Source: an optimization exercise on an open RTL-to-GDS flow (aim: a short achievable clock period and few clock cycles). Production flows keep margins and buffers that such runs may drop.
RTL that was checked went through simulation tests only; none was proved equivalent to the original.
Power figures rest on the tool's default switching activity, not on a simulated workload.

Setup of old:
## proc
module proc(
	    clk,
	    rst,
	    imem_rdata,
	    dmem_rdata,
	    imem_addr,
	    dmem_addr,
	    dmem_wdata,
	    dmem_en,
	    dmem_wr,
	    halt
	    );
   input clk;
   input rst;
   input [15:0] imem_rdata;
   input [15:0] dmem_rdata;
   output [15:0] imem_addr;
   output [15:0] dmem_addr;
   output [15:0] dmem_wdata;
   output        dmem_en;
   output        dmem_wr;
   output        halt;
   localparam OP_HALT = 5'b00000, OP_J = 5'b00100, OP_JR = 5'b00101, OP_JAL = 5'b00110,
              OP_JALR = 5'b00111, OP_BEQZ = 5'b01100, OP_BNEZ = 5'b01101, OP_RET = 5'b01110,
              OP_BLTZ = 5'b01111, OP_ST = 5'b10000, OP_LD = 5'b10001, OP_SLBI = 5'b10010,
              OP_STU = 5'b10011, OP_LBI = 5'b11000, OP_BTR = 5'b11001, OP_SHR = 5'b11010,
              OP_ALR = 5'b11011, OP_SEQ = 5'b11100, OP_SLT = 5'b11101, OP_SLE = 5'b11110,
              OP_SCO = 5'b11111;
   reg [15:0] pc;
   reg [15:0] ras;            
   reg        ras_v;
   reg        d_v;
   reg [15:0] d_ins, d_pc2, d_tgt;
   reg        d_pt;           
   reg        e_wr, e_ld, e_st, e_halt, e_jr, e_ret, e_beqz, e_bnez, e_bltz, e_pt;
   reg [2:0]  e_dst;
   reg [15:0] e_A, e_B, e_S, e_C, e_tgt;
   reg        e_inv, e_cin;
   reg        e_s_sum, e_s_or, e_s_and, e_s_sh, e_s_btr, e_s_seq, e_s_lt, e_s_sco, e_s_imm, e_s_link;
   reg        e_lbi;
   reg [1:0]  e_shop;
   reg        m_wr, m_ld, m_en, m_we, m_halt;
   reg [2:0]  m_dst;
   reg [15:0] m_res, m_S;
   reg [15:0] rf [0:7];
   wire       stall;
   wire       e_redir;
   wire [15:0] e_rtgt;
   wire [15:0] e_res;
   wire [15:0] fi = imem_rdata;
   wire [4:0]  fop = fi[15:11];
   wire [15:0] pc2 = pc + 16'd2;
   wire [15:0] t11 = pc2 + {{5{fi[10]}}, fi[10:0]};
   wire [15:0] t8  = pc2 + {{8{fi[7]}}, fi[7:0]};
   wire        f_isj   = (fop == OP_J) | (fop == OP_JAL);
  ...
==> flow/config.mk <==
export PLATFORM = sky130hd
export DESIGN_NAME = proc
export DESIGN_NICKNAME = proc
export VERILOG_FILES = /design/flow/design.v
export SDC_FILE = /design/flow/constraint.sdc
export NUM_CORES = 4
export LEC_CHECK = 0
export ABC_CLOCK_PERIOD_IN_PS = 2500
export CAP_MARGIN = 20
export CORE_MARGIN = 2
export CORE_UTILIZATION = 40
export SETUP_SLACK_MARGIN = 5.0
export SLEW_MARGIN = 20
export TNS_END_PERCENT = 100
==> flow/constraint.sdc <==
create_clock -name core_clock -period 8.0 [get_ports {clk}]
set_input_delay 1.6000 -clock core_clock [delete_from_list [all_inputs] [get_ports {clk}]]
set_output_delay 1.6000 -clock core_clock [all_outputs]
set_load 0.01 [all_outputs]
run.sh (not shown) runs the stock make flow with config.mk's settings and CLKGATE_MAP_FILE= SYNTH_SCRIPT=/design/flow/synth_recipe.tcl, a recipe that flattens the netlist after the stock synthesis.
Testbench counts of old, summed over its fixed seeds: cycles 93,145.
For new, these inputs were changed with respect to old:
--- a/flow/design.v
+++ b/flow/design.v
@@ -1222,18 +1222,17 @@
    wire        lx = ~e_B[15];
    wire        ly = ~ax[15];
    wire        lt = (lx & ly) | ((lx ^ ly) & c15);
    wire        eq = (e_A == e_B);
    wire [3:0]  n = e_B[3:0];
    wire [31:0] rl = {e_A, e_A} << n;
    wire [31:0] rr = {e_A, e_A} >> n;
    wire [15:0] sll = e_A << n;
-   wire [31:0] sra32 = {{16{e_A[15]}}, e_A} >> n;
-   wire [15:0] sra = sra32[15:0];
+   wire [15:0] sra = $signed(e_A) >>> n;
    reg  [15:0] shv;
    always @(*) begin
       case (e_shop)
         2'b00: shv = rl[31:16];
         2'b01: shv = sll;
         2'b10: shv = rr[15:0];
         default: shv = sra;
       endcase
Results
In summary, new completed successfully, with a layout that passed the timing, design-rule and antenna checks. Power delta (new − old): unfavourable. Compared with old, in new area occupied by multi-input gates fell 0.54%, synthesized instance count fell 2.7%, overall die area now smaller. Relative to old, combinational share of power increased by 1.7 points in new. The area growth from synthesis to layout of new is higher than that of old. The lower clock buffer count came out of old. new: share of the clock period used by the worst path after layout is 1.4 points lower than what old reported. The power dissipated in the clock network on old is in line with that on new. Looking only at global-route wire length before repair, and setting everything else aside, the lower value of old and new goes to new. Taking new over old, the number of non-clock buffers in the layout ratio works out to 1.3. The setup slack of the critical path after layout reported for new is greater than that of old by 0.11 ns. The global-route usage of new is lower than that of old. Sort old and new by clock power share asc -> top: new.
The RTL of new was laid out without a check of its function.


proc, a different RTL version from the one above (not shown whole).
Size: roughly 3,000 cells after synthesis, roughly 460 flip-flops, roughly 85 I/O pins, ~29,000 um2 of cells after synthesis.
Settings: LEC_CHECK=0, ABC_CLOCK_PERIOD_IN_PS=2500, CAP_MARGIN=20, CORE_MARGIN=2, CORE_UTILIZATION=40, SETUP_SLACK_MARGIN=5.0, SLEW_MARGIN=20, SYNTH_HIERARCHICAL=1, TNS_END_PERCENT=100; clock period 8.0 ns.
Rerun with:
--- a/flow/design.v
+++ b/flow/design.v
@@ -1093,15 +1093,15 @@
    reg        x_sub;
    reg        x_s_sum, x_s_or, x_s_and, x_s_shl, x_s_shr, x_s_btr, x_s_seq, x_s_slt, x_s_sle,
               x_s_sco, x_s_slbi, x_s_early, x_rot;
    reg [15:0] rf [0:7];
    reg [15:0] d_rfa, d_rft;   
    reg        d_rfa_z;        
    reg        x_zk, x_zv, x_nk, x_nv;  
-   reg        fa_x, ft_x, fa_w, ft_w, f7_x, f7_w;  
+   reg        fa_x, ft_x, fa_w, ft_w, f7_x;  
    reg        w_wr;           
    reg [2:0]  w_dst;
    reg [15:0] w_res;
    wire        stall, x_redir, d_redir;
    wire        d_go = d_v & ~stall & ~x_redir;
    wire        d_bres, d_bmis, d_jrr;
    wire [15:0] d_btgt;
@@ -1167,25 +1167,21 @@
         OP_SLBI:                                f_imm = {8'd0, fi[7:0]};
         default:                                f_imm = {11'd0, fi[4:0]};
       endcase
    end
    wire [2:0] n_rs = stall ? d_rs : fi[10:8];
    wire [2:0] n_rt = stall ? d_rt : fi[7:5];
    wire       n_xw = d_go & d_wr;
-   wire [15:0] n_rfa, n_rft;
-   wisc_mux16 wamux (.s(w_wr & (w_dst == n_rs)), .a(w_res), .b(rf[n_rs]), .y(n_rfa));
-   wisc_mux16 wtmux (.s(w_wr & (w_dst == n_rt)), .a(w_res), .b(rf[n_rt]), .y(n_rft));
-   always @(posedge clk) begin
-      d_rfa <= n_rfa;
-      d_rfa_z <= (n_rfa == 16'd0);
-      d_rft <= n_rft;
+   always @(posedge clk) begin
+      d_rfa <= rf[n_rs];
+      d_rfa_z <= (rf[n_rs] == 16'd0);
+      d_rft <= rf[n_rt];
       fa_x <= n_xw & (d_dst == n_rs);
       ft_x <= n_xw & (d_dst == n_rt);
       f7_x <= n_xw & (d_dst == 3'd7);
-      f7_w <= x_wr & (x_dst == 3'd7);
       fa_w <= x_wr & (x_dst == n_rs);
       ft_w <= x_wr & (x_dst == n_rt);
    end
    always @(posedge clk) begin
       if (rst | x_redir | d_redir)
         d_v <= 1'b0;
       else if (!stall)
@@ -1244,15 +1240,15 @@
    wire [8:0]  ab_lo;
    wire [7:0]  ab_hp, ab_hm;
    wisc_addlo8  ab8 (.a(base[7:0]), .b(d_imm[7:0]), .s(ab_lo));
    wisc_incdec8 abi (.a(base[15:8]), .p(ab_hp), .m(ab_hm));
    wisc_hsel8   abs (.c(ab_lo[8]), .sg(d_imm[15]), .h(base[15:8]), .hp(ab_hp), .hm(ab_hm), .y(sum_b[15:8]));
    assign sum_b[7:0] = ab_lo[7:0];
    wire        r7_fx = f7_x;
-   wire [15:0] r7 = r7_fx ? x_ebyp : f7_w ? w_res : rf[7];
+   wire [15:0] r7 = r7_fx ? x_ebyp : rf[7];
    wire        r7_ok = ~r7_fx | x_ev;
    assign agu = d_ret ? r7 : sum_b;
    assign stall = d_v & ((d_agu & ~base_ok) | (d_ret & ~r7_ok));
    wire ret_hit = d_pt & (r7 == d_tgt);
    wire [15:0] t_e  = t_fx ? x_ebyp : t_rf;
    wire        t_ok = ~t_fx | x_ev;
    wire [15:0] ez_b = d_rrr ? t_e : d_imm;
@@ -1329,16 +1325,16 @@
                   {15'd0, (x_s_seq & eq) | (x_s_slt & slt) | (x_s_sle & (slt | eq))};
    wisc_fin xfin (.s(x_s_sum), .a(sum), .sc(x_s_sco), .c(c16), .o(x_oth), .y(x_res));
    wire a_zero = (x_A == 16'd0);
    wire taken  = (x_beqz & a_zero) | (x_bnez & ~a_zero) | (x_bltz & x_A[15]);
    assign x_redir = (x_beqz | x_bnez | x_bltz) & (taken ^ x_pt);
    assign x_rtgt = taken ? x_tgt : x_pc2;
    always @(posedge clk) begin
-      if (w_wr)
-        rf[w_dst] <= w_res;
+      if (x_wr)
+        rf[x_dst] <= x_res;
    end
    always @(posedge clk) begin
       if (rst)
         w_wr <= 1'b0;
       else
         w_wr <= x_wr;
       w_dst <= x_dst;
=> Power shrinks slightly; worst hold slack degrades by 3.4 ps; core utilization shrinks by 0.81 points; wire length increases slightly; synthesized area increases by a few percent.
Testbench counts after the change, summed over its fixed seeds: cycles 85,394.
No functional check of the RTL was part of the first run of this note.


before:
proc, a different RTL version from the one above (not shown whole).
For scale: ~3,000 cells after synthesis, ~450 flip-flops, ~85 I/O pins, about 28,000 um^2 of cells after synthesis.
Design proc, start of the top module:
module proc(
	    clk,
	    rst,
	    imem_rdata,
	    dmem_rdata,
	    imem_addr,
	    dmem_addr,
	    dmem_wdata,
	    dmem_en,
	    dmem_wr,
	    halt
	    );
   input clk;
   input rst;
   input [15:0] imem_rdata;
   input [15:0] dmem_rdata;
   output [15:0] imem_addr;
   output [15:0] dmem_addr;
   output [15:0] dmem_wdata;
   output        dmem_en;
   output        dmem_wr;
   output        halt;
   localparam OP_HALT = 5'b00000, OP_J = 5'b00100, OP_JR = 5'b00101, OP_JAL = 5'b00110,
              OP_JALR = 5'b00111, OP_ADDI = 5'b01000, OP_SUBI = 5'b01001, OP_ORI = 5'b01010,
              OP_ANDI = 5'b01011, OP_BEQZ = 5'b01100, OP_BNEZ = 5'b01101, OP_RET = 5'b01110,
              OP_BLTZ = 5'b01111, OP_ST = 5'b10000, OP_LD = 5'b10001, OP_SLBI = 5'b10010,
              OP_STU = 5'b10011, OP_LBI = 5'b11000, OP_BTR = 5'b11001, OP_SHR = 5'b11010,
              OP_ALR = 5'b11011, OP_SEQ = 5'b11100, OP_SLT = 5'b11101, OP_SLE = 5'b11110,
              OP_SCO = 5'b11111;
   reg [15:0] pc;
   reg [15:0] ras;            
   reg        ras_v;
   reg        d_v;
   reg [2:0]  d_rs, d_rt, d_dst;
   reg [7:0]  d_i8;
   reg [15:0] d_imm, d_pc2, d_tgt;
   reg        d_pt;           
   reg        d_wr, d_rrr, d_agu, d_ret, d_jr, d_ld, d_st, d_stu, d_lbi, d_slbi, d_call, d_halt;
   reg        d_beqz, d_bnez, d_bltz;
   reg        d_sum, d_sub, d_or, d_and, d_shl, d_shr, d_rot, d_btr, d_seq, d_slt, d_sle, d_sco;
   reg        x_wr, x_ld, x_en, x_we, x_halt, x_beqz, x_bnez, x_bltz, x_pt, x_ev;
   reg [2:0]  x_dst;
   reg [15:0] x_A, x_B, x_S, x_addr, x_early, x_ebyp, x_pc2, x_tgt;
  ...
Settings: LEC_CHECK=0, ABC_CLOCK_PERIOD_IN_PS=2500, CAP_MARGIN=20, CORE_MARGIN=2, CORE_UTILIZATION=40, SETUP_SLACK_MARGIN=5.0, SLEW_MARGIN=20, SYNTH_HIERARCHICAL=1, TNS_END_PERCENT=100; clock period 8.0 ns.
before reached the end of the flow, and the finished layout is clean on the timing, design-rule and antenna checks.
[inputs] after vs before
--- a/flow/design.v
+++ b/flow/design.v
@@ -1127,21 +1127,20 @@
    wire        f_brt    = f_isbr & (fi[7] | (fop == OP_BNEZ));
    wire        f_take   = f_isj | f_brt;
    wire [15:0] f_seq    = (f_isret & ras_v) ? ras : pc2;
    wire        s_x = x_redir;
    wire        s_d = d_v & ~stall & ~x_redir & d_jrr;
    wire        s_b = d_v & ~stall & ~x_redir & d_bmis;
    wire        s_h = stall & ~x_redir;
    wire        s_n = ~x_redir & ~d_redir & ~stall;
-   wire [15:0] pc_rest = ({16{s_x}} & x_rtgt) | ({16{s_b}} & d_btgt) | ({16{s_h}} & pc) |
-                         ({16{s_n & ~f_take}} & f_seq);
+   wire [15:0] pc_rest = ({16{s_x}} & x_rtgt) | ({16{s_d}} & agu) | ({16{s_b}} & d_btgt) | ({16{s_h}} & pc) |
+                         ({16{s_n}} & f_seq);
    wire [15:0] pc_next;
-   wisc_ao3 pcmux (.s1(s_n & f_take), .a(f_tt), .s2(s_d), .b(agu), .s3(~(s_n & f_take) & ~s_d), .c(pc_rest),
-                   .y(pc_next));
+   wisc_mux16 pcmux (.s(s_n & f_take), .a(f_tt), .b(pc_rest), .y(pc_next));
    always @(posedge clk) begin
       if (rst)
         pc <= 16'd0;
       else
         pc <= pc_next;
    end
    always @(posedge clk) begin
       if (rst)
@@ -1230,23 +1229,17 @@
    wire [15:0] a_rf = fa_w ? w_res : d_rfa;
    wire [15:0] t_rf = ft_w ? w_res : d_rft;
    wire [15:0] a_val = a_fx ? x_res : a_rf;
    wire [15:0] t_val = t_fx ? x_res : t_rf;
    wire        b_fx = d_rrr & t_fx;
    wire [15:0] b_oth = d_rrr ? t_rf : d_imm;
    wire [15:0] base = a_fx ? x_ebyp : a_rf;
    wire        base_ok = ~a_fx | x_ev;
-   wire [15:0] sum_b;
-   wire [8:0]  ab_lo;
-   wire [7:0]  ab_hp, ab_hm;
-   wisc_addlo8  ab8 (.a(base[7:0]), .b(d_imm[7:0]), .s(ab_lo));
-   wisc_incdec8 abi (.a(base[15:8]), .p(ab_hp), .m(ab_hm));
-   wisc_hsel8   abs (.c(ab_lo[8]), .sg(d_imm[15]), .h(base[15:8]), .hp(ab_hp), .hm(ab_hm), .y(sum_b[15:8]));
-   assign sum_b[7:0] = ab_lo[7:0];
+   wire [15:0] sum_b = base + d_imm;
    wire        r7_fx = f7_x;
    wire [15:0] r7 = r7_fx ? x_ebyp : rf[7];
    wire        r7_ok = ~r7_fx | x_ev;
    assign agu = d_ret ? r7 : sum_b;
    assign stall = d_v & ((d_agu & ~base_ok) | (d_ret & ~r7_ok));
    wire ret_hit = d_pt & (r7 == d_tgt);
    always @(posedge clk) begin
       if (rst | ~d_go) begin
@@ -1371,20 +1364,8 @@
    input [7:0]  h8, h8p, h8m;
    input [4:0]  h5, h5p, h5m;
    output [15:0] tgt;
    wire        isj = (fi[15:13] == 3'b001) & ~fi[11];
    wire [15:0] t8  = {(lo8[8] & ~fi[7]) ? h8p : (~lo8[8] & fi[7]) ? h8m : h8, lo8[7:0]};
    wire [15:0] t11 = {(lo11[11] & ~fi[10]) ? h5p : (~lo11[11] & fi[10]) ? h5m : h5, lo11[10:0]};
    assign tgt = isj ? t11 : t8;
 endmodule
-module wisc_ao3 (s1, a, s2, b, s3, c, y);
-   input        s1, s2, s3;
-   input [15:0] a, b, c;
-   output [15:0] y;
-   assign y = ({16{s1}} & a) | ({16{s2}} & b) | ({16{s3}} & c);
-endmodule
-module wisc_hsel8 (c, sg, h, hp, hm, y);
-   input       c, sg;
-   input [7:0] h, hp, hm;
-   output [7:0] y;
-   assign y = (c & ~sg) ? hp : (~c & sg) ? hm : h;
-endmodule
### Flow results
- after vs before: number of logic inverters in the finished layout down
- Compared after vs before, and final worst-path setup slack is down in after.
- Taking before as the reference point, the length of the first detailed-routing pass in iterations of after falls by 7.
- Between before and after, the clock transition at the registers of the reported paths does not differ in any meaningful way.
- Number of global-route vias before repair shrinks by more than 10% when moving from before to after.
- Summary: cell area, after better than before
- A endpoint of the worst setup timing path of pc[12] is what after shows, while pc[15] belongs to before.
- Relative to before, the tap cell count measured on after has decreased by more than 10%.
- The maximum clock frequency of after is lower than that of before.
No run of this note included a check of the RTL's function; only the layout flow was run.

-- port drivers added, routing unchanged --
Ports are ideal in the flow. The routed layouts listed here were re-timed in OpenROAD. Step 1, drivers: a clkbuf_16 drives clk and a buf_2 each remaining input, both assumed. Step 2 moves the port delays by t, midway between the first and last clock arrival at a register: inputs arrive t later, outputs are due t later. That takes back most of the time a late clock gives input paths. Slacks: ideal / step 1 / step 2; pairs: ideal / step 1.
run | t, ns | setup slack, ns | cell pins on the clock port's net
old | 0.605 | 4.474 / 4.496 / 3.891 | 1
new | 0.610 | 4.586 / 4.602 / 3.992 | 1
the first run of note 2 | 0.657 | 4.555 / 4.589 / 3.932 | 1
the second run of note 2 | 0.679 | 4.663 / 4.663 / 4.012 | 1
before | 0.653 | 4.597 / 4.597 / 4.036 | 1
after | 0.653 | 4.357 / 4.357 / 4.131 | 1
After both steps every run listed still meets setup and hold. The setup slack of the second run of note 2, which loses most, moves by 0.000 ns with the drivers and by -0.651 ns with both steps.
